Background: an optimization exercise with open tools, aiming at small area, a short achievable clock period and few clock cycles per item. Do not read the settings as production practice. Function was not checked in any run shown here: the RTL went through the layout flow alone. Power figures rest on the tool's default switching activity, not on a simulated workload.

==> design/flow/design.v <==
module tab0_0(input [3:0] a, output [13:0] c);
  localparam [15:0] Tc0 = 16'h0116;
  assign c[0] = Tc0[a];
  localparam [15:0] Tc1 = 16'h0116;
  assign c[1] = Tc1[a];
  localparam [15:0] Tc2 = 16'h6880;
  assign c[2] = Tc2[a];
  localparam [15:0] Tc3 = 16'h7ee8;
  assign c[3] = Tc3[a];
  localparam [15:0] Tc4 = 16'he996;
  assign c[4] = Tc4[a];
  localparam [15:0] Tc5 = 16'h7ee8;
  assign c[5] = Tc5[a];
  localparam [15:0] Tc6 = 16'he996;
  assign c[6] = Tc6[a];
  localparam [15:0] Tc7 = 16'h177e;
  assign c[7] = Tc7[a];
  localparam [15:0] Tc8 = 16'h9668;
  assign c[8] = Tc8[a];
  localparam [15:0] Tc9 = 16'h8116;
  assign c[9] = Tc9[a];
  localparam [15:0] Tc10 = 16'h1668;
  assign c[10] = Tc10[a];
  localparam [15:0] Tc11 = 16'he880;
  assign c[11] = Tc11[a];
  localparam [15:0] Tc12 = 16'h0000;
  assign c[12] = Tc12[a];
  localparam [15:0] Tc13 = 16'h0000;
  assign c[13] = Tc13[a];
endmodule
module tab0_1(input [3:0] a, output [13:0] c);
  localparam [15:0] Tc0 = 16'h381c;
  assign c[0] = Tc0[a];
  localparam [15:0] Tc1 = 16'h65ba;
  assign c[1] = Tc1[a];
  localparam [15:0] Tc2 = 16'h20ba;
  assign c[2] = Tc2[a];
  localparam [15:0] Tc3 = 16'h1c86;
  assign c[3] = Tc3[a];
  localparam [15:0] Tc4 = 16'h5924;
  assign c[4] = Tc4[a];
  localparam [15:0] Tc5 = 16'h5d04;
  assign c[5] = Tc5[a];
  localparam [15:0] Tc6 = 16'h08ae;
  assign c[6] = Tc6[a];
  localparam [15:0] Tc7 = 16'h6138;
  assign c[7] = Tc7[a];
  localparam [15:0] Tc8 = 16'h7130;
  assign c[8] = Tc8[a];
  localparam [15:0] Tc9 = 16'h4d0c;
  assign c[9] = Tc9[a];
  localparam [15:0] Tc10 = 16'h18a6;
  assign c[10] = Tc10[a];
  localparam [15:0] Tc11 = 16'h08ae;
  assign c[11] = Tc11[a];
  localparam [15:0] Tc12 = 16'h08ae;
  assign c[12] = Tc12[a];
  localparam [15:0] Tc13 = 16'h08ae;
  assign c[13] = Tc13[a];
endmodule
module tab0_2(input [3:0] a, output [13:0] c);
  localparam [15:0] Tc0 = 16'h6996;
  assign c[0] = Tc0[a];
  localparam [15:0] Tc1 = 16'h2902;
  assign c[1] = Tc1[a];
  localparam [15:0] Tc2 = 16'h4094;
  assign c[2] = Tc2[a];
  localparam [15:0] Tc3 = 16'h42d4;
  assign c[3] = Tc3[a];
  localparam [15:0] Tc4 = 16'h2942;
  assign c[4] = Tc4[a];
  localparam [15:0] Tc5 = 16'h4294;
  assign c[5] = Tc5[a];
  localparam [15:0] Tc6 = 16'h2942;
  assign c[6] = Tc6[a];
  localparam [15:0] Tc7 = 16'h2b02;
  assign c[7] = Tc7[a];
  localparam [15:0] Tc8 = 16'h4294;
  assign c[8] = Tc8[a];
  localparam [15:0] Tc9 = 16'h2942;
  assign c[9] = Tc9[a];
  localparam [15:0] Tc10 = 16'h4294;
  assign c[10] = Tc10[a];
  localparam [15:0] Tc11 = 16'h40d4;
  assign c[11] = Tc11[a];
  localparam [15:0] Tc12 = 16'h40d4;
  assign c[12] = Tc12[a];
  localparam [15:0] Tc13 = 16'h40d4;
  assign c[13] = Tc13[a];
endmodule
module tab0_3(input [3:0] a, output [13:0] c);
  localparam [15:0] Tc0 = 16'h45a2;
  assign c[0] = Tc0[a];
  localparam [15:0] Tc1 = 16'h793c;
  assign c[1] = Tc1[a];
  localparam [15:0] Tc2 = 16'h7130;
  assign c[2] = Tc2[a];
  localparam [15:0] Tc3 = 16'h249a;
  assign c[3] = Tc3[a];
  localparam [15:0] Tc4 = 16'h1c86;
  assign c[4] = Tc4[a];
  localparam [15:0] Tc5 = 16'h0c8e;
  assign c[5] = Tc5[a];
  localparam [15:0] Tc6 = 16'h30b2;
  assign c[6] = Tc6[a];
  localparam [15:0] Tc7 = 16'h5924;
  assign c[7] = Tc7[a];
  localparam [15:0] Tc8 = 16'h5d04;
  assign c[8] = Tc8[a];
  localparam [15:0] Tc9 = 16'h08ae;
  assign c[9] = Tc9[a];
  localparam [15:0] Tc10 = 16'h3492;
  assign c[10] = Tc10[a];
  localparam [15:0] Tc11 = 16'h30b2;
  assign c[11] = Tc11[a];
  localparam [15:0] Tc12 = 16'h30b2;
  assign c[12] = Tc12[a];
  localparam [15:0] Tc13 = 16'h30b2;
  assign c[13] = Tc13[a];
endmodule
module tab2_0(input [3:0] a, output [13:0] c);
  localparam [15:0] Tc0 = 16'h3432;
  assign c[0] = Tc0[a];
  localparam [15:0] Tc1 = 16'h3032;
  assign c[1] = Tc1[a];
  localparam [15:0] Tc2 = 16'h3fc2;
  assign c[2] = Tc2[a];
  localparam [15:0] Tc3 = 16'h5964;
  assign c[3] = Tc3[a];
  localparam [15:0] Tc4 = 16'h52b4;
  assign c[4] = Tc4[a];
  localparam [15:0] Tc5 = 16'h5f04;
  assign c[5] = Tc5[a];
  localparam [15:0] Tc6 = 16'hc992;
  assign c[6] = Tc6[a];
  localparam [15:0] Tc7 = 16'h0b42;
  assign c[7] = Tc7[a];
  localparam [15:0] Tc8 = 16'h5158;
  assign c[8] = Tc8[a];
  localparam [15:0] Tc9 = 16'h9d9c;
  assign c[9] = Tc9[a];
  localparam [15:0] Tc10 = 16'h1ee0;
  assign c[10] = Tc10[a];
  localparam [15:0] Tc11 = 16'he000;
  assign c[11] = Tc11[a];
  localparam [15:0] Tc12 = 16'h0000;
  assign c[12] = Tc12[a];
  localparam [15:0] Tc13 = 16'h0000;
  assign c[13] = Tc13[a];
endmodule
module tab2_1(input [3:0] a, output [13:0] c);
  localparam [15:0] Tc0 = 16'h0ff0;
  assign c[0] = Tc0[a];
  localparam [15:0] Tc1 = 16'h0f00;
  assign c[1] = Tc1[a];
  localparam [15:0] Tc2 = 16'h3ccc;
  assign c[2] = Tc2[a];
  localparam [15:0] Tc3 = 16'h9a5a;
  assign c[3] = Tc3[a];
  localparam [15:0] Tc4 = 16'h239c;
  assign c[4] = Tc4[a];
  localparam [15:0] Tc5 = 16'hcc10;
  assign c[5] = Tc5[a];
  localparam [15:0] Tc6 = 16'ha54a;
  assign c[6] = Tc6[a];
  localparam [15:0] Tc7 = 16'h500a;
  assign c[7] = Tc7[a];
  localparam [15:0] Tc8 = 16'h0ffa;
  assign c[8] = Tc8[a];
  localparam [15:0] Tc9 = 16'h5550;
  assign c[9] = Tc9[a];
  localparam [15:0] Tc10 = 16'hcc36;
  assign c[10] = Tc10[a];
  localparam [15:0] Tc11 = 16'hccfe;
  assign c[11] = Tc11[a];
  localparam [15:0] Tc12 = 16'hccfe;
  assign c[12] = Tc12[a];
  localparam [15:0] Tc13 = 16'hccfe;
  assign c[13] = Tc13[a];
endmodule
module tab2_2(input [3:0] a, output [13:0] c);
  localparam [15:0] Tc0 = 16'h6666;
  assign c[0] = Tc0[a];
  localparam [15:0] Tc1 = 16'heeee;
  assign c[1] = Tc1[a];
  localparam [15:0] Tc2 = 16'hb4b4;
  assign c[2] = Tc2[a];
  localparam [15:0] Tc3 = 16'h37c8;
  assign c[3] = Tc3[a];
  localparam [15:0] Tc4 = 16'h6d5a;
  assign c[4] = Tc4[a];
  localparam [15:0] Tc5 = 16'h85a0;
  assign c[5] = Tc5[a];
  localparam [15:0] Tc6 = 16'h9c66;
  assign c[6] = Tc6[a];
  localparam [15:0] Tc7 = 16'h2644;
  assign c[7] = Tc7[a];
  localparam [15:0] Tc8 = 16'h6222;
  assign c[8] = Tc8[a];
  localparam [15:0] Tc9 = 16'hdd22;
  assign c[9] = Tc9[a];
  localparam [15:0] Tc10 = 16'h5a78;
  assign c[10] = Tc10[a];
  localparam [15:0] Tc11 = 16'h5070;
  assign c[11] = Tc11[a];
  localparam [15:0] Tc12 = 16'h5070;
  assign c[12] = Tc12[a];
  localparam [15:0] Tc13 = 16'h5070;
  assign c[13] = Tc13[a];
endmodule
module tab2_3(input [3:0] a, output [13:0] c);
  localparam [15:0] Tc0 = 16'h33cc;
  assign c[0] = Tc0[a];
  localparam [15:0] Tc1 = 16'hffcc;
  assign c[1] = Tc1[a];
  localparam [15:0] Tc2 = 16'h99aa;
  assign c[2] = Tc2[a];
  localparam [15:0] Tc3 = 16'h1ef0;
  assign c[3] = Tc3[a];
  localparam [15:0] Tc4 = 16'h8666;
  assign c[4] = Tc4[a];
  localparam [15:0] Tc5 = 16'he888;
  assign c[5] = Tc5[a];
  localparam [15:0] Tc6 = 16'hc33c;
  assign c[6] = Tc6[a];
  localparam [15:0] Tc7 = 16'hf330;
  assign c[7] = Tc7[a];
  localparam [15:0] Tc8 = 16'hc0fc;
  assign c[8] = Tc8[a];
  localparam [15:0] Tc9 = 16'h300c;
  assign c[9] = Tc9[a];
  localparam [15:0] Tc10 = 16'h969a;
  assign c[10] = Tc10[a];
  localparam [15:0] Tc11 = 16'hb2ba;
  assign c[11] = Tc11[a];
  localparam [15:0] Tc12 = 16'hb2ba;
  assign c[12] = Tc12[a];
  localparam [15:0] Tc13 = 16'hb2ba;
  assign c[13] = Tc13[a];
endmodule
module tab1_0(input [7:0] a, output [13:0] h, output [13:0] l);
  localparam [15:0] Th0 = 16'h6996;
  assign h[0] = Th0[a[7:4]];
  localparam [15:0] Th1 = 16'h177e;
  assign h[1] = Th1[a[7:4]];
  localparam [15:0] Th2 = 16'hf00e;
  assign h[2] = Th2[a[7:4]];
  localparam [15:0] Th3 = 16'h9968;
  assign h[3] = Th3[a[7:4]];
  localparam [15:0] Th4 = 16'h4bda;
  assign h[4] = Th4[a[7:4]];
  localparam [15:0] Th5 = 16'ha1a0;
  assign h[5] = Th5[a[7:4]];
  localparam [15:0] Th6 = 16'hf1f0;
  assign h[6] = Th6[a[7:4]];
  localparam [15:0] Th7 = 16'h3d3c;
  assign h[7] = Th7[a[7:4]];
  localparam [15:0] Th8 = 16'h5756;
  assign h[8] = Th8[a[7:4]];
  localparam [15:0] Th9 = 16'hfffe;
  assign h[9] = Th9[a[7:4]];
  localparam [15:0] Th10 = 16'h9668;
  assign h[10] = Th10[a[7:4]];
  localparam [15:0] Th11 = 16'he880;
  assign h[11] = Th11[a[7:4]];
  localparam [15:0] Th12 = 16'h0000;
  assign h[12] = Th12[a[7:4]];
  localparam [15:0] Th13 = 16'h0000;
  assign h[13] = Th13[a[7:4]];
  localparam [15:0] Tl0 = 16'h33cc;
  assign l[0] = Tl0[a[3:0]];
  localparam [15:0] Tl1 = 16'h3cf0;
  assign l[1] = Tl1[a[3:0]];
  localparam [15:0] Tl2 = 16'h6aaa;
  assign l[2] = Tl2[a[3:0]];
  localparam [15:0] Tl3 = 16'hb3cc;
  assign l[3] = Tl3[a[3:0]];
  localparam [15:0] Tl4 = 16'hcc00;
  assign l[4] = Tl4[a[3:0]];
  localparam [15:0] Tl5 = 16'h9696;
  assign l[5] = Tl5[a[3:0]];
  localparam [15:0] Tl6 = 16'hb2b2;
  assign l[6] = Tl6[a[3:0]];
  localparam [15:0] Tl7 = 16'he718;
  assign l[7] = Tl7[a[3:0]];
  localparam [15:0] Tl8 = 16'hc4dc;
  assign l[8] = Tl8[a[3:0]];
  localparam [15:0] Tl9 = 16'h07e0;
  assign l[9] = Tl9[a[3:0]];
  localparam [15:0] Tl10 = 16'hf800;
  assign l[10] = Tl10[a[3:0]];
  localparam [15:0] Tl11 = 16'h0000;
  assign l[11] = Tl11[a[3:0]];
  localparam [15:0] Tl12 = 16'h0000;
  assign l[12] = Tl12[a[3:0]];
  localparam [15:0] Tl13 = 16'h0000;
  assign l[13] = Tl13[a[3:0]];
endmodule
module tab1_1(input [7:0] a, output [13:0] h, output [13:0] l);
  localparam [15:0] Th0 = 16'h9966;
  assign h[0] = Th0[a[7:4]];
  localparam [15:0] Th1 = 16'h1188;
  assign h[1] = Th1[a[7:4]];
  localparam [15:0] Th2 = 16'h4b5a;
  assign h[2] = Th2[a[7:4]];
  localparam [15:0] Th3 = 16'h38c6;
  assign h[3] = Th3[a[7:4]];
  localparam [15:0] Th4 = 16'h6ea8;
  assign h[4] = Th4[a[7:4]];
  localparam [15:0] Th5 = 16'h1696;
  assign h[5] = Th5[a[7:4]];
  localparam [15:0] Th6 = 16'h54d4;
  assign h[6] = Th6[a[7:4]];
  localparam [15:0] Th7 = 16'h5b24;
  assign h[7] = Th7[a[7:4]];
  localparam [15:0] Th8 = 16'h93c8;
  assign h[8] = Th8[a[7:4]];
  localparam [15:0] Th9 = 16'h1300;
  assign h[9] = Th9[a[7:4]];
  localparam [15:0] Th10 = 16'h8a66;
  assign h[10] = Th10[a[7:4]];
  localparam [15:0] Th11 = 16'h8aee;
  assign h[11] = Th11[a[7:4]];
  localparam [15:0] Th12 = 16'h8aee;
  assign h[12] = Th12[a[7:4]];
  localparam [15:0] Th13 = 16'h8aee;
  assign h[13] = Th13[a[7:4]];
  localparam [15:0] Tl0 = 16'hc33c;
  assign l[0] = Tl0[a[3:0]];
  localparam [15:0] Tl1 = 16'h65a6;
  assign l[1] = Tl1[a[3:0]];
  localparam [15:0] Tl2 = 16'h89c8;
  assign l[2] = Tl2[a[3:0]];
  localparam [15:0] Tl3 = 16'hc23c;
  assign l[3] = Tl3[a[3:0]];
  localparam [15:0] Tl4 = 16'hcf0c;
  assign l[4] = Tl4[a[3:0]];
  localparam [15:0] Tl5 = 16'h9aa6;
  assign l[5] = Tl5[a[3:0]];
  localparam [15:0] Tl6 = 16'h75ae;
  assign l[6] = Tl6[a[3:0]];
  localparam [15:0] Tl7 = 16'h0f5e;
  assign l[7] = Tl7[a[3:0]];
  localparam [15:0] Tl8 = 16'hf00e;
  assign l[8] = Tl8[a[3:0]];
  localparam [15:0] Tl9 = 16'ha554;
  assign l[9] = Tl9[a[3:0]];
  localparam [15:0] Tl10 = 16'hc968;
  assign l[10] = Tl10[a[3:0]];
  localparam [15:0] Tl11 = 16'h0180;
  assign l[11] = Tl11[a[3:0]];
  localparam [15:0] Tl12 = 16'h0100;
  assign l[12] = Tl12[a[3:0]];
  localparam [15:0] Tl13 = 16'h0100;
  assign l[13] = Tl13[a[3:0]];
endmodule
module tab1_2(input [7:0] a, output [13:0] h, output [13:0] l);
  localparam [15:0] Th0 = 16'h6996;
  assign h[0] = Th0[a[7:4]];
  localparam [15:0] Th1 = 16'h188e;
  assign h[1] = Th1[a[7:4]];
  localparam [15:0] Th2 = 16'ha224;
  assign h[2] = Th2[a[7:4]];
  localparam [15:0] Th3 = 16'h6992;
  assign h[3] = Th3[a[7:4]];
  localparam [15:0] Th4 = 16'he87e;
  assign h[4] = Th4[a[7:4]];
  localparam [15:0] Th5 = 16'h2432;
  assign h[5] = Th5[a[7:4]];
  localparam [15:0] Th6 = 16'hecfe;
  assign h[6] = Th6[a[7:4]];
  localparam [15:0] Th7 = 16'he30e;
  assign h[7] = Th7[a[7:4]];
  localparam [15:0] Th8 = 16'hdcc2;
  assign h[8] = Th8[a[7:4]];
  localparam [15:0] Th9 = 16'h33ce;
  assign h[9] = Th9[a[7:4]];
  localparam [15:0] Th10 = 16'h5a94;
  assign h[10] = Th10[a[7:4]];
  localparam [15:0] Th11 = 16'h50d4;
  assign h[11] = Th11[a[7:4]];
  localparam [15:0] Th12 = 16'h50d4;
  assign h[12] = Th12[a[7:4]];
  localparam [15:0] Th13 = 16'h50d4;
  assign h[13] = Th13[a[7:4]];
  localparam [15:0] Tl0 = 16'h5a5a;
  assign l[0] = Tl0[a[3:0]];
  localparam [15:0] Tl1 = 16'hc6c6;
  assign l[1] = Tl1[a[3:0]];
  localparam [15:0] Tl2 = 16'h0df2;
  assign l[2] = Tl2[a[3:0]];
  localparam [15:0] Tl3 = 16'h5558;
  assign l[3] = Tl3[a[3:0]];
  localparam [15:0] Tl4 = 16'h0f0a;
  assign l[4] = Tl4[a[3:0]];
  localparam [15:0] Tl5 = 16'h669c;
  assign l[5] = Tl5[a[3:0]];
  localparam [15:0] Tl6 = 16'hb42c;
  assign l[6] = Tl6[a[3:0]];
  localparam [15:0] Tl7 = 16'hfb0c;
  assign l[7] = Tl7[a[3:0]];
  localparam [15:0] Tl8 = 16'h55a6;
  assign l[8] = Tl8[a[3:0]];
  localparam [15:0] Tl9 = 16'h3362;
  assign l[9] = Tl9[a[3:0]];
  localparam [15:0] Tl10 = 16'h6978;
  assign l[10] = Tl10[a[3:0]];
  localparam [15:0] Tl11 = 16'h7170;
  assign l[11] = Tl11[a[3:0]];
  localparam [15:0] Tl12 = 16'h7170;
  assign l[12] = Tl12[a[3:0]];
  localparam [15:0] Tl13 = 16'h7170;
  assign l[13] = Tl13[a[3:0]];
endmodule
module tab1_3(input [7:0] a, output [13:0] h, output [13:0] l);
  localparam [15:0] Th0 = 16'h6996;
  assign h[0] = Th0[a[7:4]];
  localparam [15:0] Th1 = 16'hb224;
  assign h[1] = Th1[a[7:4]];
  localparam [15:0] Th2 = 16'hccc8;
  assign h[2] = Th2[a[7:4]];
  localparam [15:0] Th3 = 16'h6996;
  assign h[3] = Th3[a[7:4]];
  localparam [15:0] Th4 = 16'h188e;
  assign h[4] = Th4[a[7:4]];
  localparam [15:0] Th5 = 16'h077e;
  assign h[5] = Th5[a[7:4]];
  localparam [15:0] Th6 = 16'h00fe;
  assign h[6] = Th6[a[7:4]];
  localparam [15:0] Th7 = 16'haa54;
  assign h[7] = Th7[a[7:4]];
  localparam [15:0] Th8 = 16'h0fa4;
  assign h[8] = Th8[a[7:4]];
  localparam [15:0] Th9 = 16'hf004;
  assign h[9] = Th9[a[7:4]];
  localparam [15:0] Th10 = 16'h9692;
  assign h[10] = Th10[a[7:4]];
  localparam [15:0] Th11 = 16'hb2b2;
  assign h[11] = Th11[a[7:4]];
  localparam [15:0] Th12 = 16'hb2b2;
  assign h[12] = Th12[a[7:4]];
  localparam [15:0] Th13 = 16'hb2b2;
  assign h[13] = Th13[a[7:4]];
  localparam [15:0] Tl0 = 16'h6666;
  assign l[0] = Tl0[a[3:0]];
  localparam [15:0] Tl1 = 16'h11ee;
  assign l[1] = Tl1[a[3:0]];
  localparam [15:0] Tl2 = 16'h5ab4;
  assign l[2] = Tl2[a[3:0]];
  localparam [15:0] Tl3 = 16'h6cc8;
  assign l[3] = Tl3[a[3:0]];
  localparam [15:0] Tl4 = 16'he666;
  assign l[4] = Tl4[a[3:0]];
  localparam [15:0] Tl5 = 16'h4bb4;
  assign l[5] = Tl5[a[3:0]];
  localparam [15:0] Tl6 = 16'h155e;
  assign l[6] = Tl6[a[3:0]];
  localparam [15:0] Tl7 = 16'hc3c2;
  assign l[7] = Tl7[a[3:0]];
  localparam [15:0] Tl8 = 16'hcfce;
  assign l[8] = Tl8[a[3:0]];
  localparam [15:0] Tl9 = 16'hfc02;
  assign l[9] = Tl9[a[3:0]];
  localparam [15:0] Tl10 = 16'h6664;
  assign l[10] = Tl10[a[3:0]];
  localparam [15:0] Tl11 = 16'h4444;
  assign l[11] = Tl11[a[3:0]];
  localparam [15:0] Tl12 = 16'h4444;
  assign l[12] = Tl12[a[3:0]];
  localparam [15:0] Tl13 = 16'h4444;
  assign l[13] = Tl13[a[3:0]];
endmodule
module kfix1(input [3:0] sel, output [12:0] v);
  assign v = ({13{sel[0]}} & 13'd2971) | ({13{sel[1]}} & 13'd7105) | ({13{sel[2]}} & 13'd7529) | ({13{sel[3]}} & 13'd7657);
endmodule
module tab3_0(input [7:0] a, output [13:0] h, output [13:0] l);
  localparam [15:0] Th0 = 16'h0ff0;
  assign h[0] = Th0[a[7:4]];
  localparam [15:0] Th1 = 16'ha5aa;
  assign h[1] = Th1[a[7:4]];
  localparam [15:0] Th2 = 16'h9c66;
  assign h[2] = Th2[a[7:4]];
  localparam [15:0] Th3 = 16'hb0d2;
  assign h[3] = Th3[a[7:4]];
  localparam [15:0] Th4 = 16'hbf02;
  assign h[4] = Th4[a[7:4]];
  localparam [15:0] Th5 = 16'h2664;
  assign h[5] = Th5[a[7:4]];
  localparam [15:0] Th6 = 16'hfb44;
  assign h[6] = Th6[a[7:4]];
  localparam [15:0] Th7 = 16'hc378;
  assign h[7] = Th7[a[7:4]];
  localparam [15:0] Th8 = 16'h0380;
  assign h[8] = Th8[a[7:4]];
  localparam [15:0] Th9 = 16'h595a;
  assign h[9] = Th9[a[7:4]];
  localparam [15:0] Th10 = 16'hf40a;
  assign h[10] = Th10[a[7:4]];
  localparam [15:0] Th11 = 16'h000a;
  assign h[11] = Th11[a[7:4]];
  localparam [15:0] Th12 = 16'h000a;
  assign h[12] = Th12[a[7:4]];
  localparam [15:0] Th13 = 16'h000a;
  assign h[13] = Th13[a[7:4]];
  localparam [15:0] Tl0 = 16'h6996;
  assign l[0] = Tl0[a[3:0]];
  localparam [15:0] Tl1 = 16'hd442;
  assign l[1] = Tl1[a[3:0]];
  localparam [15:0] Tl2 = 16'hf0f2;
  assign l[2] = Tl2[a[3:0]];
  localparam [15:0] Tl3 = 16'h9964;
  assign l[3] = Tl3[a[3:0]];
  localparam [15:0] Tl4 = 16'hbb22;
  assign l[4] = Tl4[a[3:0]];
  localparam [15:0] Tl5 = 16'hdd44;
  assign l[5] = Tl5[a[3:0]];
  localparam [15:0] Tl6 = 16'h77ee;
  assign l[6] = Tl6[a[3:0]];
  localparam [15:0] Tl7 = 16'h00ee;
  assign l[7] = Tl7[a[3:0]];
  localparam [15:0] Tl8 = 16'h6688;
  assign l[8] = Tl8[a[3:0]];
  localparam [15:0] Tl9 = 16'h22aa;
  assign l[9] = Tl9[a[3:0]];
  localparam [15:0] Tl10 = 16'he196;
  assign l[10] = Tl10[a[3:0]];
  localparam [15:0] Tl11 = 16'h1f7e;
  assign l[11] = Tl11[a[3:0]];
  localparam [15:0] Tl12 = 16'hfffe;
  assign l[12] = Tl12[a[3:0]];
  localparam [15:0] Tl13 = 16'hfffe;
  assign l[13] = Tl13[a[3:0]];
endmodule
module tab3_1(input [7:0] a, output [13:0] h, output [13:0] l);
  localparam [15:0] Th0 = 16'h33cc;
  assign h[0] = Th0[a[7:4]];
  localparam [15:0] Th1 = 16'hc3f0;
  assign h[1] = Th1[a[7:4]];
  localparam [15:0] Th2 = 16'h9596;
  assign h[2] = Th2[a[7:4]];
  localparam [15:0] Th3 = 16'h2ad4;
  assign h[3] = Th3[a[7:4]];
  localparam [15:0] Th4 = 16'h3318;
  assign h[4] = Th4[a[7:4]];
  localparam [15:0] Th5 = 16'h5a86;
  assign h[5] = Th5[a[7:4]];
  localparam [15:0] Th6 = 16'hc642;
  assign h[6] = Th6[a[7:4]];
  localparam [15:0] Th7 = 16'ha8a8;
  assign h[7] = Th7[a[7:4]];
  localparam [15:0] Th8 = 16'hff00;
  assign h[8] = Th8[a[7:4]];
  localparam [15:0] Th9 = 16'h0ff0;
  assign h[9] = Th9[a[7:4]];
  localparam [15:0] Th10 = 16'hcc3c;
  assign h[10] = Th10[a[7:4]];
  localparam [15:0] Th11 = 16'hccfc;
  assign h[11] = Th11[a[7:4]];
  localparam [15:0] Th12 = 16'hccfc;
  assign h[12] = Th12[a[7:4]];
  localparam [15:0] Th13 = 16'hccfc;
  assign h[13] = Th13[a[7:4]];
  localparam [15:0] Tl0 = 16'h6996;
  assign l[0] = Tl0[a[3:0]];
  localparam [15:0] Tl1 = 16'h2b42;
  assign l[1] = Tl1[a[3:0]];
  localparam [15:0] Tl2 = 16'hd402;
  assign l[2] = Tl2[a[3:0]];
  localparam [15:0] Tl3 = 16'h6994;
  assign l[3] = Tl3[a[3:0]];
  localparam [15:0] Tl4 = 16'he78e;
  assign l[4] = Tl4[a[3:0]];
  localparam [15:0] Tl5 = 16'h1f7e;
  assign l[5] = Tl5[a[3:0]];
  localparam [15:0] Tl6 = 16'h0f0e;
  assign l[6] = Tl6[a[3:0]];
  localparam [15:0] Tl7 = 16'h6968;
  assign l[7] = Tl7[a[3:0]];
  localparam [15:0] Tl8 = 16'hdbda;
  assign l[8] = Tl8[a[3:0]];
  localparam [15:0] Tl9 = 16'ha1a0;
  assign l[9] = Tl9[a[3:0]];
  localparam [15:0] Tl10 = 16'h9866;
  assign l[10] = Tl10[a[3:0]];
  localparam [15:0] Tl11 = 16'h88ee;
  assign l[11] = Tl11[a[3:0]];
  localparam [15:0] Tl12 = 16'h88ee;
  assign l[12] = Tl12[a[3:0]];
  localparam [15:0] Tl13 = 16'h88ee;
  assign l[13] = Tl13[a[3:0]];
endmodule
module tab3_2(input [7:0] a, output [13:0] h, output [13:0] l);
  localparam [15:0] Th0 = 16'h9696;
  assign h[0] = Th0[a[7:4]];
  localparam [15:0] Th1 = 16'h17e8;
  assign h[1] = Th1[a[7:4]];
  localparam [15:0] Th2 = 16'h18f0;
  assign h[2] = Th2[a[7:4]];
  localparam [15:0] Th3 = 16'h8666;
  assign h[3] = Th3[a[7:4]];
  localparam [15:0] Th4 = 16'he888;
  assign h[4] = Th4[a[7:4]];
  localparam [15:0] Th5 = 16'h55aa;
  assign h[5] = Th5[a[7:4]];
  localparam [15:0] Th6 = 16'h5500;
  assign h[6] = Th6[a[7:4]];
  localparam [15:0] Th7 = 16'h99cc;
  assign h[7] = Th7[a[7:4]];
  localparam [15:0] Th8 = 16'hbbaa;
  assign h[8] = Th8[a[7:4]];
  localparam [15:0] Th9 = 16'h22cc;
  assign h[9] = Th9[a[7:4]];
  localparam [15:0] Th10 = 16'h3cf0;
  assign h[10] = Th10[a[7:4]];
  localparam [15:0] Th11 = 16'h30f0;
  assign h[11] = Th11[a[7:4]];
  localparam [15:0] Th12 = 16'h30f0;
  assign h[12] = Th12[a[7:4]];
  localparam [15:0] Th13 = 16'h30f0;
  assign h[13] = Th13[a[7:4]];
  localparam [15:0] Tl0 = 16'ha55a;
  assign l[0] = Tl0[a[3:0]];
  localparam [15:0] Tl1 = 16'h0a50;
  assign l[1] = Tl1[a[3:0]];
  localparam [15:0] Tl2 = 16'h339c;
  assign l[2] = Tl2[a[3:0]];
  localparam [15:0] Tl3 = 16'h694a;
  assign l[3] = Tl3[a[3:0]];
  localparam [15:0] Tl4 = 16'h24fa;
  assign l[4] = Tl4[a[3:0]];
  localparam [15:0] Tl5 = 16'he3c6;
  assign l[5] = Tl5[a[3:0]];
  localparam [15:0] Tl6 = 16'h10ce;
  assign l[6] = Tl6[a[3:0]];
  localparam [15:0] Tl7 = 16'h66a8;
  assign l[7] = Tl7[a[3:0]];
  localparam [15:0] Tl8 = 16'h78f0;
  assign l[8] = Tl8[a[3:0]];
  localparam [15:0] Tl9 = 16'h70f0;
  assign l[9] = Tl9[a[3:0]];
  localparam [15:0] Tl10 = 16'hd5aa;
  assign l[10] = Tl10[a[3:0]];
  localparam [15:0] Tl11 = 16'hffaa;
  assign l[11] = Tl11[a[3:0]];
  localparam [15:0] Tl12 = 16'hffaa;
  assign l[12] = Tl12[a[3:0]];
  localparam [15:0] Tl13 = 16'hffaa;
  assign l[13] = Tl13[a[3:0]];
endmodule
module tab3_3(input [7:0] a, output [13:0] h, output [13:0] l);
  localparam [15:0] Th0 = 16'h5a5a;
  assign h[0] = Th0[a[7:4]];
  localparam [15:0] Th1 = 16'h3636;
  assign h[1] = Th1[a[7:4]];
  localparam [15:0] Th2 = 16'hcd32;
  assign h[2] = Th2[a[7:4]];
  localparam [15:0] Th3 = 16'h5a68;
  assign h[3] = Th3[a[7:4]];
  localparam [15:0] Th4 = 16'hfada;
  assign h[4] = Th4[a[7:4]];
  localparam [15:0] Th5 = 16'h39c6;
  assign h[5] = Th5[a[7:4]];
  localparam [15:0] Th6 = 16'h073e;
  assign h[6] = Th6[a[7:4]];
  localparam [15:0] Th7 = 16'haa54;
  assign h[7] = Th7[a[7:4]];
  localparam [15:0] Th8 = 16'h5a0e;
  assign h[8] = Th8[a[7:4]];
  localparam [15:0] Th9 = 16'h9c98;
  assign h[9] = Th9[a[7:4]];
  localparam [15:0] Th10 = 16'hbaba;
  assign h[10] = Th10[a[7:4]];
  localparam [15:0] Th11 = 16'hbaba;
  assign h[11] = Th11[a[7:4]];
  localparam [15:0] Th12 = 16'hbaba;
  assign h[12] = Th12[a[7:4]];
  localparam [15:0] Th13 = 16'hbaba;
  assign h[13] = Th13[a[7:4]];
  localparam [15:0] Tl0 = 16'h6996;
  assign l[0] = Tl0[a[3:0]];
  localparam [15:0] Tl1 = 16'h4d24;
  assign l[1] = Tl1[a[3:0]];
  localparam [15:0] Tl2 = 16'h2b62;
  assign l[2] = Tl2[a[3:0]];
  localparam [15:0] Tl3 = 16'h8e78;
  assign l[3] = Tl3[a[3:0]];
  localparam [15:0] Tl4 = 16'h33bc;
  assign l[4] = Tl4[a[3:0]];
  localparam [15:0] Tl5 = 16'hcc30;
  assign l[5] = Tl5[a[3:0]];
  localparam [15:0] Tl6 = 16'hccfc;
  assign l[6] = Tl6[a[3:0]];
  localparam [15:0] Tl7 = 16'h3c0c;
  assign l[7] = Tl7[a[3:0]];
  localparam [15:0] Tl8 = 16'hf30c;
  assign l[8] = Tl8[a[3:0]];
  localparam [15:0] Tl9 = 16'hff0c;
  assign l[9] = Tl9[a[3:0]];
  localparam [15:0] Tl10 = 16'h969a;
  assign l[10] = Tl10[a[3:0]];
  localparam [15:0] Tl11 = 16'hb2ba;
  assign l[11] = Tl11[a[3:0]];
  localparam [15:0] Tl12 = 16'hb2ba;
  assign l[12] = Tl12[a[3:0]];
  localparam [15:0] Tl13 = 16'hb2ba;
  assign l[13] = Tl13[a[3:0]];
endmodule
module kfix3(input [3:0] sel, output [12:0] v);
  assign v = ({13{sel[0]}} & 13'd1763) | ({13{sel[1]}} & 13'd805) | ({13{sel[2]}} & 13'd581) | ({13{sel[3]}} & 13'd515);
endmodule
`timescale 1ns / 1ps
module add_up(
    input [14:0] in,
    output [17:0] out1,output [17:0] out2,
    output [17:0] out4,output [17:0] out3,
    input clk,
    input rst,
    input in_valid,
    output in_ready,
    output out_valid
    );
assign in_ready = 1'b1;
reg  [3:0]  cnt;         
reg         dir;         
reg         pact;        
reg  [3:0]  pj;          
wire        take  = in_valid & ~rst;
wire        shift = take | (pact & (cnt == 4'd0));    
wire        pv    = shift & pact;                     
always @(posedge clk) begin
    if (rst) begin
        cnt <= 4'd0; pj <= 4'd0; dir <= 1'b0; pact <= 1'b0;
    end else begin
        if (pv) begin
            pj <= pj + 4'd1;
            if (pj == 4'd15) pact <= 1'b0;
        end
        if (take) begin
            cnt <= cnt + 4'd1;
            if (cnt == 4'd15) begin
                dir <= ~dir; pact <= 1'b1; pj <= 4'd0;
            end
        end
    end
end
wire [15:0] p;           
dct_array ua(.clk(clk), .shift(shift), .dir(dir), .smp(in), .p(p));
wire [3:0] x0b, x2b;     
wire [7:0] db;           
dct_serial us(.clk(clk), .pv(pv), .first(pj == 4'd0), .p(p), .x0b(x0b), .x2b(x2b), .db(db));
wire [3:0] a0 = {x0b[0], x0b[1], x0b[2], x0b[3]};      
wire [3:0] a2 = {x2b[0], x2b[1], x2b[2], x2b[3]};
wire [7:0] a1 = {db[0], db[1], db[2], db[3], db[4], db[5], db[6], db[7]};
reg  [7:0] XO;           
reg  [7:0] XE, XE1;      
reg  [1:0] V;            
reg  [3:0] J [0:1];      
reg        first, ns, last, stale;
always @(posedge clk) begin
    XO <= (pj == 4'd15) ? ~a1 : a1; XE <= {a0, a2}; XE1 <= XE; J[0] <= pj; J[1] <= J[0];
    if (rst) V <= 2'd0;
    else     V <= {V[0], pv};
    first <= (J[0] == 4'd0);
    ns    <= (J[0] == 4'd1) | (J[0] == 4'd2);
    stale <= (J[0] == 4'd1) | (J[0] == 4'd2) | (J[0] == 4'd3);
    last  <= (J[0] == 4'd15);
end
wire [14:0] mask;
genvar b;
generate
    for (b = 0; b < 13; b = b + 1) begin : mk
        assign mask[b] = (J[1] >= 15 - b);
    end
endgenerate
assign mask[13] = 1'b1;
assign mask[14] = (J[1] != 4'd0);
wire vl = V[1] & (J[1] > 4'd2);      
wire [12:0] res [0:15];  
reg  [3:0]  fin;         
always @(posedge clk)
    if (rst) fin <= 4'd0;
    else     fin <= {fin[2:0], V[1] & last};
genvar k;
generate
    for (k = 0; k < 4; k = k + 1) begin : grp
        wire [13:0] c0w, c2w, h1, l1, h3, l3;
        reg  [13:0] c1, c3;
        if (k == 0) begin : t0
            tab0_0 u0(XE1[7:4], c0w); tab1_0 u1(XO, h1, l1);
            tab2_0 u2(XE1[3:0], c2w); tab3_0 u3(XO, h3, l3);
        end else if (k == 1) begin : t1
            tab0_1 u0(XE1[7:4], c0w); tab1_1 u1(XO, h1, l1);
            tab2_1 u2(XE1[3:0], c2w); tab3_1 u3(XO, h3, l3);
        end else if (k == 2) begin : t2
            tab0_2 u0(XE1[7:4], c0w); tab1_2 u1(XO, h1, l1);
            tab2_2 u2(XE1[3:0], c2w); tab3_2 u3(XO, h3, l3);
        end else begin : t3
            tab0_3 u0(XE1[7:4], c0w); tab1_3 u1(XO, h1, l1);
            tab2_3 u2(XE1[3:0], c2w); tab3_3 u3(XO, h3, l3);
        end
        always @(posedge clk) begin
            c1 <= h1 + l1;
            c3 <= h3 + l3;
        end
        dct_acc r0(.clk(clk), .v(V[1]), .vl(vl), .first(first), .ns(ns), .stale(stale), .neg(last), .mask(mask), .c(c0w), .res(res[4 * k + 0]));
        dct_acc r1(.clk(clk), .v(V[1]), .vl(vl), .first(first), .ns(ns), .stale(stale), .neg(1'b0), .mask(mask), .c(c1), .res(res[4 * k + 1]));
        dct_acc r2(.clk(clk), .v(V[1]), .vl(vl), .first(first), .ns(ns), .stale(stale), .neg(last), .mask(mask), .c(c2w), .res(res[4 * k + 2]));
        dct_acc r3(.clk(clk), .v(V[1]), .vl(vl), .first(first), .ns(ns), .stale(stale), .neg(1'b0), .mask(mask), .c(c3), .res(res[4 * k + 3]));
    end
endgenerate
wire [12:0] kf1, kf3;
kfix1 uk1(fin, kf1);
kfix3 uk3(fin, kf3);
wire [12:0] r0 = ({13{fin[0]}} & res[0])  | ({13{fin[1]}} & res[4])  | ({13{fin[2]}} & res[8])  | ({13{fin[3]}} & res[12]);
wire [12:0] r1 = ({13{fin[0]}} & res[1])  | ({13{fin[1]}} & res[5])  | ({13{fin[2]}} & res[9])  | ({13{fin[3]}} & res[13]);
wire [12:0] r2 = ({13{fin[0]}} & res[2])  | ({13{fin[1]}} & res[6])  | ({13{fin[2]}} & res[10]) | ({13{fin[3]}} & res[14]);
wire [12:0] r3 = ({13{fin[0]}} & res[3])  | ({13{fin[1]}} & res[7])  | ({13{fin[2]}} & res[11]) | ({13{fin[3]}} & res[15]);
reg [12:0] o1, o2, o3, o4;
reg        ov;
always @(posedge clk) begin
    if (rst) ov <= 1'b0;
    else     ov <= |fin;
    o1 <= r0;
    o2 <= r1 + kf1;
    o3 <= r2;
    o4 <= r3 + kf3;
end
assign out_valid = ov;
assign out1 = {o1, 5'd0};
assign out2 = {o2, 5'd0};
assign out3 = {o3, 5'd0};
assign out4 = {o4, 5'd0};
endmodule
module dct_array(
    input clk, input shift, input dir, input [14:0] smp,
    output [15:0] p
    );
reg  [15:0] M [0:15];
wire [15:0] inb;
genvar r, c;
generate
    for (c = 0; c < 16; c = c + 1) begin : ib
        if (c == 0) begin : z
            assign inb[c] = 1'b0;
        end else begin : b
            assign inb[c] = smp[15 - c];
        end
    end
    for (r = 0; r < 16; r = r + 1) begin : row
        for (c = 0; c < 16; c = c + 1) begin : col
            localparam P = (r + c) % 2;
            wire dn = (r == 0) ? inb[c] ^ P : ~M[(r == 0) ? 0 : r - 1][c];
            wire rt = (c == 0) ? inb[r] ^ P : ~M[r][(c == 0) ? 0 : c - 1];
            always @(posedge clk)
                if (shift) M[r][c] <= dir ? rt : dn;
        end
    end
    for (c = 0; c < 16; c = c + 1) begin : pl
        localparam P = c % 2;            
        assign p[c] = (dir ? M[15 - c][15] : M[15][15 - c]) ^ P;
    end
endgenerate
endmodule
module dct_serial(
    input clk, input pv, input first, input [15:0] p,
    output [3:0] x0b, output [3:0] x2b, output [7:0] db
    );
reg  [7:0] cs, cd;
reg  [3:0] c0, c2;
wire [7:0] sb;
wire [7:0] cs_in = first ? 8'h00 : cs;
wire [7:0] cd_in = first ? 8'hff : cd;
wire [3:0] c0_in = first ? 4'h0 : c0;
wire [3:0] c2_in = first ? 4'hf : c2;
wire [7:0] ncs, ncd;
wire [3:0] nc0, nc2;
genvar m;
generate
    for (m = 0; m < 8; m = m + 1) begin : sa
        wire a = p[m], b = p[15 - m];
        assign sb[m]  = a ^ b ^ cs_in[m];
        assign ncs[m] = (a & b) | (a & cs_in[m]) | (b & cs_in[m]);
        assign db[m]  = a ^ ~b ^ cd_in[m];
        assign ncd[m] = (a & ~b) | (a & cd_in[m]) | (~b & cd_in[m]);
    end
    for (m = 0; m < 4; m = m + 1) begin : sb2
        wire a = sb[m], b = sb[7 - m];
        assign x0b[m] = a ^ b ^ c0_in[m];
        assign nc0[m] = (a & b) | (a & c0_in[m]) | (b & c0_in[m]);
        assign x2b[m] = a ^ ~b ^ c2_in[m];
        assign nc2[m] = (a & ~b) | (a & c2_in[m]) | (~b & c2_in[m]);
    end
endgenerate
always @(posedge clk)
    if (pv) begin
        cs <= ncs; cd <= ncd; c0 <= nc0; c2 <= nc2;
    end
endmodule
module dct_base(input [14:0] R, input ns, input stale, output [14:0] base);
assign base = {ns & R[14], ns ? R[13] : R[14], ~ns & R[13], R[12:1] & {12{~stale}}};
endmodule
module dct_acc(
    input clk, input v, input vl, input first, input ns, input stale, input neg, input [14:0] mask,
    input [13:0] c, output [12:0] res
    );
reg  [14:0] R;
wire [14:0] base, sum;
dct_base bs(R, ns, stale, base);
wire [14:0] op = {1'b0, ~c[13], c[12:0] ^ {13{neg}}};
dct_add15 ad(.a(base), .b(op), .s(sum));
always @(posedge clk) begin
    if (v)  R[14:13] <= {sum[14] & mask[14], first ? ~c[13] : sum[13]};
    if (vl) R[12:0]  <= sum[12:0] & mask[12:0];
end
assign res = R[12:0];
endmodule
module dct_add15(input [14:0] a, input [14:0] b, output [14:0] s);
assign s = a + b;
endmodule
==> design/flow/flow/run.sh <==
#!/bin/bash
# Standard layout, repair of the worst paths aiming at a 3 ns period, plain buffers on the ports.
set -o pipefail
bash standard.sh SETUP_SLACK_MARGIN=6 TNS_END_PERCENT=5 "BUFFER_PORTS_ARGS=-buffer_cell sky130_fd_sc_hd__buf_2" finish > standard.log 2>&1
==> design/flow/standard.sh <==
#!/bin/bash
# synth_recipe.tcl (not shown) runs the flow's synth.tcl, then flattens the netlist and writes it again
# the make line also repeats each setting of config.mk as NAME=value (left out here)
make -C /OpenROAD-flow-scripts/flow DESIGN_CONFIG=/design/flow/config.mk WORK_HOME=/design/flow/orfs CLKGATE_MAP_FILE= SYNTH_SCRIPT=/design/flow/synth_recipe.tcl "${@:-finish}"
==> design/flow/config.mk <==
export PLATFORM = sky130hd
export DESIGN_NAME = add_up
export DESIGN_NICKNAME = add_up
export VERILOG_FILES = /design/flow/design.v
export SDC_FILE = /design/flow/constraint.sdc
export NUM_CORES = 8
export LEC_CHECK = 0
export ABC_CLOCK_PERIOD_IN_PS = 3500
export CAP_MARGIN = 50
export CORE_MARGIN = 2
export CORE_UTILIZATION = 40
export SETUP_SLACK_MARGIN = 5
export SLEW_MARGIN = 50
==> design/flow/constraint.sdc <==
create_clock -name core_clock -period 9.0 [get_ports {clk}]
set_input_delay 1.8000 -clock core_clock [delete_from_list [all_inputs] [get_ports {clk}]]
set_output_delay 1.8000 -clock core_clock [all_outputs]
set_load 0.01 [all_outputs]
==> report_table.html, run 1 <==
<table>
<tr><th>Metric</th><th>Value</th></tr>
<tr><th colspan="2">Run status</th></tr>
<tr><td>Status</td><td>timing/DRC/antenna clean</td></tr>
<tr><th colspan="2">STA</th></tr>
<tr><td>Final worst-path cycle share</td><td>0.430</td></tr>
<tr><td>Count of pins over their slew limit</td><td>0</td></tr>
<tr><td>Layout Skew</td><td>0.0498 ns</td></tr>
<tr><td>Peak clock frequency supported by timing</td><td>258 MHz</td></tr>
<tr><td>Slew at the pin closest to its max-slew limit</td><td>a little over 0.9 ns</td></tr>
<tr><td>Worst Slack Setup Final</td><td>5.13 ns</td></tr>
<tr><td>Setup TNS</td><td>0 ns</td></tr>
<tr><td>Count of final hold-check violations</td><td>0</td></tr>
<tr><td>Final-report setup violation count</td><td>0</td></tr>
<tr><td>Min Tclk post-route</td><td>3.87 ns</td></tr>
<tr><td>Setup repair after global routing missed its margin</td><td>true</td></tr>
<tr><td>Slew HR</td><td>0.364</td></tr>
<tr><th colspan="2">Final layout</th></tr>
<tr><td>Share of post-route cells with drive strength above 1</td><td>0.202</td></tr>
<tr><td>Post-layout net count</td><td>5297</td></tr>
<tr><td>Layout Cells excl Fill</td><td>~6400</td></tr>
<tr><td>Core utilization of the finished layout</td><td>0.487</td></tr>
<tr><td>Synth-to-layout area growth</td><td>21.3%</td></tr>
<tr><th colspan="2">Critical path</th></tr>
<tr><td>Buf+Inv Stages, Crit Path</td><td>5</td></tr>
<tr><td>Data arrival time of the critical path</td><td>4.29 ns</td></tr>
<tr><td>Crit path to</td><td>grp[1].r0.R[10]$_DFFE_PP_</td></tr>
<tr><td>Destination of the worst register-to-register timing path</td><td>grp[1].r0.R[10]$_DFFE_PP_</td></tr>
<tr><td>Required time of the worst setup path</td><td>9.42 ns</td></tr>
<tr><td>Ordered list of cells on the worst path</td><td>clkinvlp_4, ha_4, buf_6, buf_6, mux4_2, xnor2_2, inv_2, ha_4, a21o_1, a21oi_2, buf_4, o32ai_2, o21ai_2, a211oi_2, a21oi_1, mux2_1</td></tr>
<tr><td>Worst setup startpoint</td><td>XE1[4]$_DFF_P_</td></tr>
<tr><td>Largest delay share family, worst path</td><td>compound AO/OA/AOI/OAI gates</td></tr>
<tr><td>FF-to-FF Start</td><td>XE1[4]$_DFF_P_</td></tr>
<tr><td>Maximum single-stage delay on the critical path</td><td>0.50 ns</td></tr>
<tr><td>Endpoint class of the critical path</td><td>register</td></tr>
<tr><td>CP max-delay cell</td><td>mux4_2</td></tr>
<tr><td>Critical Path Stages</td><td>16</td></tr>
<tr><td>Worst setup SP type</td><td>register</td></tr>
<tr><td>Kind of critical path</td><td>reg -&gt; reg</td></tr>
<tr><td>Max Fanout on Critical Path</td><td>5</td></tr>
<tr><td>Depth of the most critical reg-to-reg path</td><td>16</td></tr>
<tr><td>Worst reg-to-reg setup slack</td><td>5.13 ns</td></tr>
<tr><th colspan="2">CTS</th></tr>
<tr><td>Sinks on Clock Net</td><td>730</td></tr>
<tr><td>Number of hold-repair buffers added at the cts stage</td><td>0</td></tr>
<tr><td>Clock tree root buffer cell</td><td>clkbuf_16</td></tr>
<tr><td>TritonCTS clock tree</td><td>built</td></tr>
<tr><td>Total clock buffers created by CTS</td><td>between 80 and 90</td></tr>
<tr><td>Clock Latency Late Sink</td><td>0.69 ns</td></tr>
<tr><td>Clock transition at the registers of the reported paths</td><td>roughly 0.060 ns</td></tr>
<tr><td>H-Tree Level Count</td><td>3</td></tr>
<tr><td>Clock Tree Buf Depth</td><td>3</td></tr>
<tr><th colspan="2">Logic synthesis</th></tr>
<tr><td>FFs w/ async S/R, synth</td><td>0</td></tr>
<tr><td>Area of the mapped netlist</td><td>around 0.046 sq mm</td></tr>
<tr><td>Number of warnings printed during yosys synthesis</td><td>7</td></tr>
<tr><td>Avg Inst Size Synth</td><td>10.2 sq um</td></tr>
<tr><td>Area leader, netlist</td><td>edfxtp_1</td></tr>
<tr><td>Proportion of synthesized chip area in sequential cells</td><td>0.426</td></tr>
<tr><td>Area share of the largest cell type after synthesis</td><td>0.335</td></tr>
<tr><td>Count of state elements after synthesis</td><td>730</td></tr>
<tr><td>Primary FF master, synth</td><td>edfxtp_1</td></tr>
<tr><td>Cell count after synthesis</td><td>about 4500</td></tr>
<tr><td>Number of synthesized flops with an enable pin</td><td>519</td></tr>
<tr><td>Top area cells in the synthesized netlist</td><td>edfxtp_1 (34%), ha_1 (11%), dfxtp_1 (9.1%)</td></tr>
<tr><td>Count of unique library cells instantiated by Yosys</td><td>87</td></tr>
<tr><th colspan="2">Floorplan</th></tr>
<tr><td>DIE HEIGHT</td><td>345 um</td></tr>
<tr><td>Core Box Area</td><td>0.116 sq mm</td></tr>
<tr><td>Number of placement rows</td><td>between 100 and 150</td></tr>
<tr><td>Initial cell density of the core</td><td>0.402</td></tr>
<tr><td>DIE WIDTH</td><td>between 300 and 400 um</td></tr>
<tr><td>Die footprint</td><td>approximately 0.12 sq mm</td></tr>
<tr><td>I/O pin count</td><td>92</td></tr>
<tr><th colspan="2">Place</th></tr>
<tr><td>Placement Setup Slack</td><td>between 4 and 5 ns</td></tr>
<tr><td>Port-buffer cells</td><td>70</td></tr>
<tr><td>Cells after DPL</td><td>approximately 6000</td></tr>
<tr><td>RD Place Congestion</td><td>0.982</td></tr>
<tr><td>Sum of net half-perimeters after detailed placement</td><td>94100 um</td></tr>
<tr><th colspan="2">Route</th></tr>
<tr><td>Total Wirelength</td><td>between 100000 and 150000 um</td></tr>
<tr><td>Average wire length per cell after detail routing</td><td>21.5 um</td></tr>
<tr><td>Remaining number of nets flagged by the antenna check after routing</td><td>0</td></tr>
<tr><td>Total DRC errors in the routed layout</td><td>0</td></tr>
<tr><td>Detailed Routing Iterations Pass 1</td><td>5</td></tr>
<tr><td>Vias post-DR</td><td>35700</td></tr>
<tr><td>Violation count after the first detailed-route iteration</td><td>3319</td></tr>
<tr><td>Routed via count divided by cell count</td><td>about 5.6</td></tr>
<tr><th colspan="2">Power</th></tr>
<tr><td>Switching part of the total</td><td>0.321</td></tr>
<tr><td>Sw power</td><td>about 3.5 mW</td></tr>
<tr><td>Total power after layout</td><td>10.8 mW</td></tr>
<tr><td>Power density over the cells</td><td>192 mW/mm^2</td></tr>
<tr><td>Leakage power figure</td><td>23.2 nW</td></tr>
<tr><td>Part of the total power dissipated in sequential elements</td><td>0.376</td></tr>
<tr><td>Share of power burned in the clock network</td><td>0.334</td></tr>
<tr><td>Internal</td><td>7.35 mW</td></tr>
<tr><td>Comb pwr share</td><td>0.290</td></tr>
<tr><td>IR Drop Worst-Case VDD</td><td>roughly 170 uV</td></tr>
<tr><th colspan="2">Worst hold path</th></tr>
<tr><td>Worst min-delay path category</td><td>reg -&gt; reg</td></tr>
<tr><th colspan="2">GRT</th></tr>
<tr><td>Largest net degree at the start of global routing</td><td>95</td></tr>
<tr><td>Number of global-route vias before repair</td><td>33700</td></tr>
<tr><td>First-pass GRT wire length</td><td>206000 um</td></tr>
<tr><td>Total overflow reported by the global router</td><td>0</td></tr>
<tr><td>Antenna violations before repair</td><td>4</td></tr>
<tr><td>Global router's overall resource usage</td><td>0.225</td></tr>
<tr><th colspan="2">Flow run</th></tr>
<tr><td>Maximum Capacitance Violations</td><td>0</td></tr>
</table>
[sequential cells by signal, summed over array words and instances, names as in the netlist, 13 cells and up]
signal / count
grp.r2.R: 60
o4: 13
o1: 13
ua.M: 255
grp.r3.R: 60
grp.c3: 53
grp.c1: 53
o3: 13
grp.r0.R: 60
grp.r1.R: 60
o2: 13
[per-stage QoR]
step | instance area (sq um) | hold slack [ns]
CTS | 54600 | 0.325
global placement | 48300 | 0.311
global route | 56400 | 0.334
finish | 56400 | 0.325
floorplan | 46600 | 0.310
detailed placement | 48700 | 0.312
[power groups by stage]
| stage | combinational [mW] | clock, mW | sequential, mW |
|---|---|---|---|
| global route | 3.39 | 3.85 | 4.09 |
| floorplan | 1.90 | 0 | 4.04 |
| CTS | 2.85 | 3.70 | 4.06 |
| detailed placement | 2.48 | 0 | 4.15 |
| finish | 3.14 | 3.62 | 4.07 |
| global placement | 2.46 | 0 | 4.15 |
[synthesized netlist by cell type (49+ instances only)]
cell type	n
xor2_1	145
ha_1	397
nor2_1	374
mux2i_1	294
edfxtp_1	519
nor3_1	88
dfxtp_1	211
xnor2_1	228
inv_1	209
nand2_1	328
clkbuf_1	135
o21ai_0	212
nor2b_1	242
o21bai_1	58
a21oi_1	268
a22oi_1	109
a21o_1	81
fa_1	49
[cell type report]
type                            instances  area, sq um
Timing Repair Buffer                  399         3710
Tap cell                             1524         1910
Timing Repair inverter                  1         5.00
Clock inverter                         51          627
Antenna cell                            2         5.00
Sequential cell                       730        19900
Multi-Input combinational cell       3402        27000
Inverter                              213          876
Clock buffer                          107         2330
Fill cell                           10500        59300
[how the worst min path moves through the flow]
| stage | cells past startpoint | endpoint | from | slack, ns |
|---|---|---|---|---|
| final | 0 | XE1[6]$_DFF_P_ | XE[6]$_DFF_P_ | 0.33 |
| after global routing | 0 | XE1[6]$_DFF_P_ | XE[6]$_DFF_P_ | 0.33 |
| after CTS | 0 | XE1[6]$_DFF_P_ | XE[6]$_DFF_P_ | 0.32 |
| after detailed placement | 0 | XE1[6]$_DFF_P_ | XE[6]$_DFF_P_ | 0.31 |
| after global placement | 0 | XE1[0]$_DFF_P_ | XE[0]$_DFF_P_ | 0.31 |
| after floorplan | 0 | XE1[0]$_DFF_P_ | XE[0]$_DFF_P_ | 0.31 |
[worst reg2reg max path: stages (launching register included)]
cell and delay (ns):
dfxtp_4 0.38, clkinvlp_4 0.13, ha_4 0.22, buf_6 0.12
buf_6 0.11, mux4_2 0.51, xnor2_2 0.20, inv_2 0.09
ha_4 0.29, a21o_1 0.18, a21oi_2 0.10, buf_4 0.15
o32ai_2 0.21, o21ai_2 0.10, a211oi_2 0.33, a21oi_1 0.14
mux2_1 0.33
[repair_timing]
item | in CTS | in global routing
resized for setup | 313 | 267
gates cloned | 12 | 3
setup buffers | 175 | 86
pin swaps | 117 | 160
setup endpoints to repair | 492 | 444
[kinds of logic after synthesis]
logic type	count (synthesis)	share of synthesized area
mux	326	0.0723
other cells	2	0.000162
xor+xnor	378	0.0728
flops	730	0.426
buf+inv	429	0.0373
compound gates	971	0.134
fa+ha+maj	450	0.129
simple gates	1256	0.129
[layer usage]
layer  vias to the layer above  wire, um  global-route usage  share of wire
met4                         6      5220              0.0770          0.038
met2                      1202     60700               0.344           0.44
li1                      16800         -                   -              -
met1                     17400     63300               0.321           0.46
met3                       273      9120              0.0390          0.066
met5                         -        41                   0        0.00030
[cell usage in the layout (no fill, tap or decap), drive strengths merged, types with 111 or more instances in the layout]
cell,Yosys,final
mux2i,295,295
nand2,328,328
a21oi,269,269
edfxtp,519,519
nor2,374,374
inv,212,204
ha,397,397
xnor2,230,230
buf,81,384
clkbuf,135,111
nor2b,242,242
dfxtp,211,211
o21ai,225,225
xor2,146,146
==> inputs of run 2 (changes only) <==
==> design/flow/config.mk (replaced) <==
export PLATFORM = sky130hd
export DESIGN_NAME = add_up
export DESIGN_NICKNAME = add_up
export VERILOG_FILES = /design/flow/design.v
export SDC_FILE = /design/flow/constraint.sdc
export NUM_CORES = 8
export LEC_CHECK = 0
export CAP_MARGIN = 20
export CORE_MARGIN = 2
export CORE_UTILIZATION = 50
export SETUP_SLACK_MARGIN = 5
export SLEW_MARGIN = 20
==> run 2 against run 1 <==
  * Maximum frequency rose by 4.0%
  * Combinational power rose by 6%
  * Clock skew fell by 0.013 ns
  * Count of clock-buffer cells in the layout rose by 1
  * Sequential power rose by 1%
  * Via count rose by 1.4%
  * Final cell count fell by 2.7%
  * Global-route usage rose by 5.7 points
  * Largest cell class unchanged
==> report_table.html, run 2 <==
<table>
<tr><th>Metric</th><th>Value</th></tr>
<tr><th colspan="2">Run status</th></tr>
<tr><td>Status</td><td>timing/DRC/antenna clean</td></tr>
<tr><th colspan="2">CTS</th></tr>
<tr><td>H-Tree Level Count</td><td>3 (unchanged)</td></tr>
<tr><td>Clock Latency Late Sink</td><td>0.68 ns (about the same)</td></tr>
<tr><td>Number of hold-repair buffers added at the cts stage</td><td>0 (unchanged)</td></tr>
<tr><td>TritonCTS clock tree</td><td>built</td></tr>
<tr><td>Sinks on Clock Net</td><td>730 (unchanged)</td></tr>
<tr><td>Total clock buffers created by CTS</td><td>82 (-4.7%)</td></tr>
<tr><td>Clock transition at the registers of the reported paths</td><td>0.07 ns (about the same)</td></tr>
<tr><td>Clock Tree Buf Depth</td><td>3 (unchanged)</td></tr>
<tr><td>Clock tree root buffer cell</td><td>clkbuf_16</td></tr>
<tr><th colspan="2">Critical path</th></tr>
<tr><td>Endpoint class of the critical path</td><td>register</td></tr>
<tr><td>Kind of critical path</td><td>reg -&gt; reg</td></tr>
<tr><td>Maximum single-stage delay on the critical path</td><td>0.53 ns (+0.03 ns)</td></tr>
<tr><td>Largest delay share family, worst path</td><td>compound AO/OA/AOI/OAI gates</td></tr>
<tr><td>Depth of the most critical reg-to-reg path</td><td>14 (-2)</td></tr>
<tr><td>Destination of the worst register-to-register timing path</td><td>grp[1].r0.R[12]$_DFFE_PP_</td></tr>
<tr><td>Worst setup SP type</td><td>register</td></tr>
<tr><td>Cell mode on critical path</td><td>buf_4</td></tr>
<tr><td>Buf+Inv Stages, Crit Path</td><td>4 (-1)</td></tr>
<tr><td>Worst reg-to-reg setup slack</td><td>5.28 ns (+0.15 ns)</td></tr>
<tr><td>CP max-delay cell</td><td>mux4_2</td></tr>
<tr><td>Required time of the worst setup path</td><td>9.39 ns (-0.03 ns)</td></tr>
<tr><td>Max Fanout on Critical Path</td><td>4 (-1)</td></tr>
<tr><td>Data arrival time of the critical path</td><td>4.12 ns (-0.17 ns)</td></tr>
<tr><td>Ordered list of cells on the worst path</td><td>buf_4, buf_4, ha_4, mux4_2, xnor2_4, buf_4, xnor2_1, a21oi_2, buf_4, o32ai_2, o21ai_1, a211oi_2, a21oi_1, mux2_1</td></tr>
<tr><td>FF-to-FF Start</td><td>XE1[5]$_DFF_P_</td></tr>
<tr><th colspan="2">Logic synthesis</th></tr>
<tr><td>Top area cells in the synthesized netlist</td><td>edfxtp_1 (34%), ha_1 (11%), dfxtp_1 (9.1%)</td></tr>
<tr><td>Avg Inst Size Synth</td><td>10.2 sq um (unchanged)</td></tr>
<tr><td>Area share of the largest cell type after synthesis</td><td>0.335 (unchanged)</td></tr>
<tr><td>Primary FF master, synth</td><td>edfxtp_1</td></tr>
<tr><td>Number of warnings printed during yosys synthesis</td><td>7 (unchanged)</td></tr>
<tr><td>Area leader, netlist</td><td>edfxtp_1</td></tr>
<tr><td>Count of unique library cells instantiated by Yosys</td><td>87 (unchanged)</td></tr>
<tr><td>FFs w/ async S/R, synth</td><td>0 (unchanged)</td></tr>
<tr><td>Cell count after synthesis</td><td>4542 (unchanged)</td></tr>
<tr><td>Most common library cells after synthesis</td><td>edfxtp_1 (519), ha_1 (397), nor2_1 (374), nand2_1 (328), mux2i_1 (294)</td></tr>
<tr><td>Proportion of synthesized chip area in sequential cells</td><td>0.426 (unchanged)</td></tr>
<tr><td>Count of state elements after synthesis</td><td>730 (unchanged)</td></tr>
<tr><td>Number of synthesized flops with an enable pin</td><td>519 (unchanged)</td></tr>
<tr><td>Area of the mapped netlist</td><td>0.0465 sq mm (unchanged)</td></tr>
<tr><td>Leading cell type by number of instances after synthesis</td><td>edfxtp_1</td></tr>
<tr><th colspan="2">Route</th></tr>
<tr><td>Total DRC errors in the routed layout</td><td>0 (unchanged)</td></tr>
<tr><td>Total length of routed met2 wires</td><td>61400 um (+1.1%)</td></tr>
<tr><td>DR top layer</td><td>met4</td></tr>
<tr><td>Met1 Routed Length</td><td>63300 um (about the same)</td></tr>
<tr><td>Average wire length per cell after detail routing</td><td>22.6 um (+5.1%)</td></tr>
<tr><td>Total Wirelength</td><td>142000 um (+2.3%)</td></tr>
<tr><td>Detailed Routing Iterations Pass 1</td><td>7 (+2)</td></tr>
<tr><td>Violation count after the first detailed-route iteration</td><td>3663 (+10%)</td></tr>
<tr><td>Vias post-DR</td><td>36200 (+1.4%)</td></tr>
<tr><td>Routed via count divided by cell count</td><td>5.79 (+4.3%)</td></tr>
<tr><td>Met3 routed wirelength</td><td>11100 um (+22%)</td></tr>
<tr><td>Remaining number of nets flagged by the antenna check after routing</td><td>0 (unchanged)</td></tr>
<tr><th colspan="2">Power</th></tr>
<tr><td>Sw power</td><td>3.50 mW (+0.70%)</td></tr>
<tr><td>Comb pwr share</td><td>0.305 (+0.015)</td></tr>
<tr><td>Leakage power figure</td><td>23.8 nW (+2.3%)</td></tr>
<tr><td>Part of the total power dissipated in sequential elements</td><td>0.379 (+0.003)</td></tr>
<tr><td>IR Drop Worst-Case VDD</td><td>147 uV (-16%)</td></tr>
<tr><td>Total power after layout</td><td>10.9 mW (+0.58%)</td></tr>
<tr><td>Power density over the cells</td><td>190 mW/mm^2 (-1.1%)</td></tr>
<tr><td>Internal</td><td>7.39 mW (+0.52%)</td></tr>
<tr><td>Share of power burned in the clock network</td><td>0.317 (-0.017)</td></tr>
<tr><td>Switching part of the total</td><td>0.322 (+0.000402)</td></tr>
<tr><th colspan="2">Floorplan</th></tr>
<tr><td>Initial cell density of the core</td><td>0.505 (+0.104)</td></tr>
<tr><td>DIE WIDTH</td><td>309 um (-10%)</td></tr>
<tr><td>I/O pin count</td><td>92 (unchanged)</td></tr>
<tr><td>Core Box Area</td><td>0.0919 sq mm (-21%)</td></tr>
<tr><td>DIE HEIGHT</td><td>309 um (-10%)</td></tr>
<tr><td>Die footprint</td><td>0.0954 sq mm (-20%)</td></tr>
<tr><td>Number of placement rows</td><td>111 (-11%)</td></tr>
<tr><th colspan="2">Place</th></tr>
<tr><td>Sum of net half-perimeters after detailed placement</td><td>90400 um (-3.9%)</td></tr>
<tr><td>Placement Setup Slack</td><td>3.90 ns (-0.224 ns)</td></tr>
<tr><td>Port-buffer cells</td><td>70 (unchanged)</td></tr>
<tr><td>RD Place Congestion</td><td>0.974 (-0.80%)</td></tr>
<tr><td>Cells after DPL</td><td>5694 (-5.0%)</td></tr>
<tr><th colspan="2">GRT</th></tr>
<tr><td>Global router's overall resource usage</td><td>0.283 (+0.0574)</td></tr>
<tr><td>Number of global-route vias before repair</td><td>34000 (+0.68%)</td></tr>
<tr><td>Antenna violations before repair</td><td>3 (-1)</td></tr>
<tr><td>Total overflow reported by the global router</td><td>0 (unchanged)</td></tr>
<tr><td>Largest net degree at the start of global routing</td><td>176 (+85%)</td></tr>
<tr><td>First-pass GRT wire length</td><td>206000 um (-0.14%)</td></tr>
<tr><th colspan="2">Final layout</th></tr>
<tr><td>Layout Cells excl Fill</td><td>6255 (-2.7%)</td></tr>
<tr><td>Post-layout net count</td><td>5409 (+2.1%)</td></tr>
<tr><td>Share of post-route cells with drive strength above 1</td><td>0.235 (+0.0328)</td></tr>
<tr><td>Top library cells by usage in the layout, fill and taps aside</td><td>edfxtp_1 (519), nor2_1 (352), buf_4 (344), ha_1 (322), nand2_1 (295)</td></tr>
<tr><td>Synth-to-layout area growth</td><td>23.5%</td></tr>
<tr><td>Most flops, register</td><td>ua.M</td></tr>
<tr><td>Flip-flop count of the largest register, all copies and words added</td><td>255 (unchanged)</td></tr>
<tr><td>Leading cell type in the layout, fill and taps excluded</td><td>edfxtp_1</td></tr>
<tr><th colspan="2">STA</th></tr>
<tr><td>Slew HR</td><td>0.235 (-0.128)</td></tr>
<tr><td>Final-report setup violation count</td><td>0 (unchanged)</td></tr>
<tr><td>Layout Skew</td><td>0.0368 ns (-0.0130 ns)</td></tr>
<tr><td>Final worst-path cycle share</td><td>0.414 (-0.0164)</td></tr>
<tr><td>Setup TNS</td><td>0 ns (unchanged)</td></tr>
<tr><td>Slew at the pin closest to its max-slew limit</td><td>1.14 ns (+0.214 ns)</td></tr>
<tr><td>Count of pins over their slew limit</td><td>0 (unchanged)</td></tr>
<tr><td>Min Tclk post-route</td><td>3.72 ns (-0.148 ns)</td></tr>
<tr><td>Count of final hold-check violations</td><td>0 (unchanged)</td></tr>
<tr><td>Peak clock frequency supported by timing</td><td>269 MHz (+4.0%)</td></tr>
<tr><td>Setup repair after global routing missed its margin</td><td>true</td></tr>
<tr><td>Worst Slack Setup Final</td><td>5.28 ns (+0.148 ns)</td></tr>
<tr><th colspan="2">Worst hold path</th></tr>
<tr><td>Hold Path Sink</td><td>XE1[1]$_DFF_P_</td></tr>
<tr><td>Worst min-delay path startpoint</td><td>XE[1]$_DFF_P_</td></tr>
<tr><td>Worst hold stages</td><td>0 (unchanged)</td></tr>
<tr><td>Worst min-delay path category</td><td>reg -&gt; reg</td></tr>
<tr><th colspan="2">Flow run</th></tr>
<tr><td>Maximum Capacitance Violations</td><td>0 (unchanged)</td></tr>
</table>
-- run 2: final cells by class --
cell class	count	area, sq um
flip-flops and latches	730	19900
fillers	7553	34600
inverters	213	881
clock inverters	42	448
well taps	1243	1560
multi-input cells	3403	27600
repair inverters	3	17.5
clock buffers	108	2290
repair buffers	512	4710
diodes	1	2.50
-- run 2: what timing repair did --
| action | CTS | global route |
|---|---|---|
| hold endpoints to repair | 0 | 0 |
| gates cloned | 18 | 9 |
| pin swaps | 178 | 228 |
| resized for setup | 366 | 386 |
| endpoints found under the setup margin | 643 | 678 |
| buffers inserted | 233 | 150 |
-- run 2: worst max path at each step --
| stage | startpoint | endpoint | slack, ns | cells past startpoint |
|---|---|---|---|---|
| finish | XE1[5]$_DFF_P_ | grp[1].r0.R[12]$_DFFE_PP_ | 5.28 | 14 |
| floorplan | cnt[1]$_SDFFE_PP0P_ | pj[3]$_SDFF_PP0_ | 1.39 | 9 |
| global route | XE1[5]$_DFF_P_ | grp[1].r0.R[8]$_DFFE_PP_ | 5.11 | 21 |
| global placement | XO[0]$_DFF_P_ | grp[0].c3[10]$_DFF_P_ | 4.00 | 17 |
| CTS | XE1[1]$_DFF_P_ | grp[0].r2.R[12]$_DFFE_PP_ | 5.22 | 17 |
| detailed placement | XO[0]$_DFF_P_ | grp[0].c3[10]$_DFF_P_ | 3.90 | 17 |
-- run 2: kinds of logic after synthesis --
group	Yosys count	synth area share
other cells	2	0.000162
xor+xnor	378	0.0728
flops	730	0.426
compound gates	971	0.134
buf+inv	429	0.0373
fa+ha+maj	450	0.129
simple gates	1256	0.129
mux	326	0.0723
-- run 2: power groups by stage --
| stage | Clock [mW] | Combinational, mW | Sequential (mW) |
|---|---|---|---|
| after floorplan | 0 | 1.90 | 4.04 |
| after global placement | 0 | 2.43 | 4.19 |
| after detailed placement | 0 | 2.44 | 4.19 |
| after CTS | 3.51 | 2.94 | 4.10 |
| after global routing | 3.63 | 3.58 | 4.13 |
| final | 3.45 | 3.32 | 4.12 |
-- run 2: per-stage QoR --
stage | hold WS [ns] | instance area, sq um | util
after detailed placement | 0.312 | 47900 | 0.522
final | 0.319 | 57400 | 0.624
after global placement | 0.313 | 47900 | 0.522
after floorplan | 0.310 | 46600 | -
after CTS | 0.321 | 54400 | 0.592
after global routing | 0.325 | 57400 | 0.624
-- run 2: per-layer routing --
metal | track usage | up-vias
met5 | 0 | -
li1 | - | 17000
met3 | 0.0404 | 290
met4 | 0.106 | 0
met2 | 0.421 | 1362
met1 | 0.416 | 17600

Setup slack of run 2, layout unchanged: 5.276 ns with ideal ports, 5.276 ns with driving cells assumed (clock clkbuf_16, inputs buf_2), 4.666 ns with port delays also shifted by the 0.720 ns mid clock arrival.
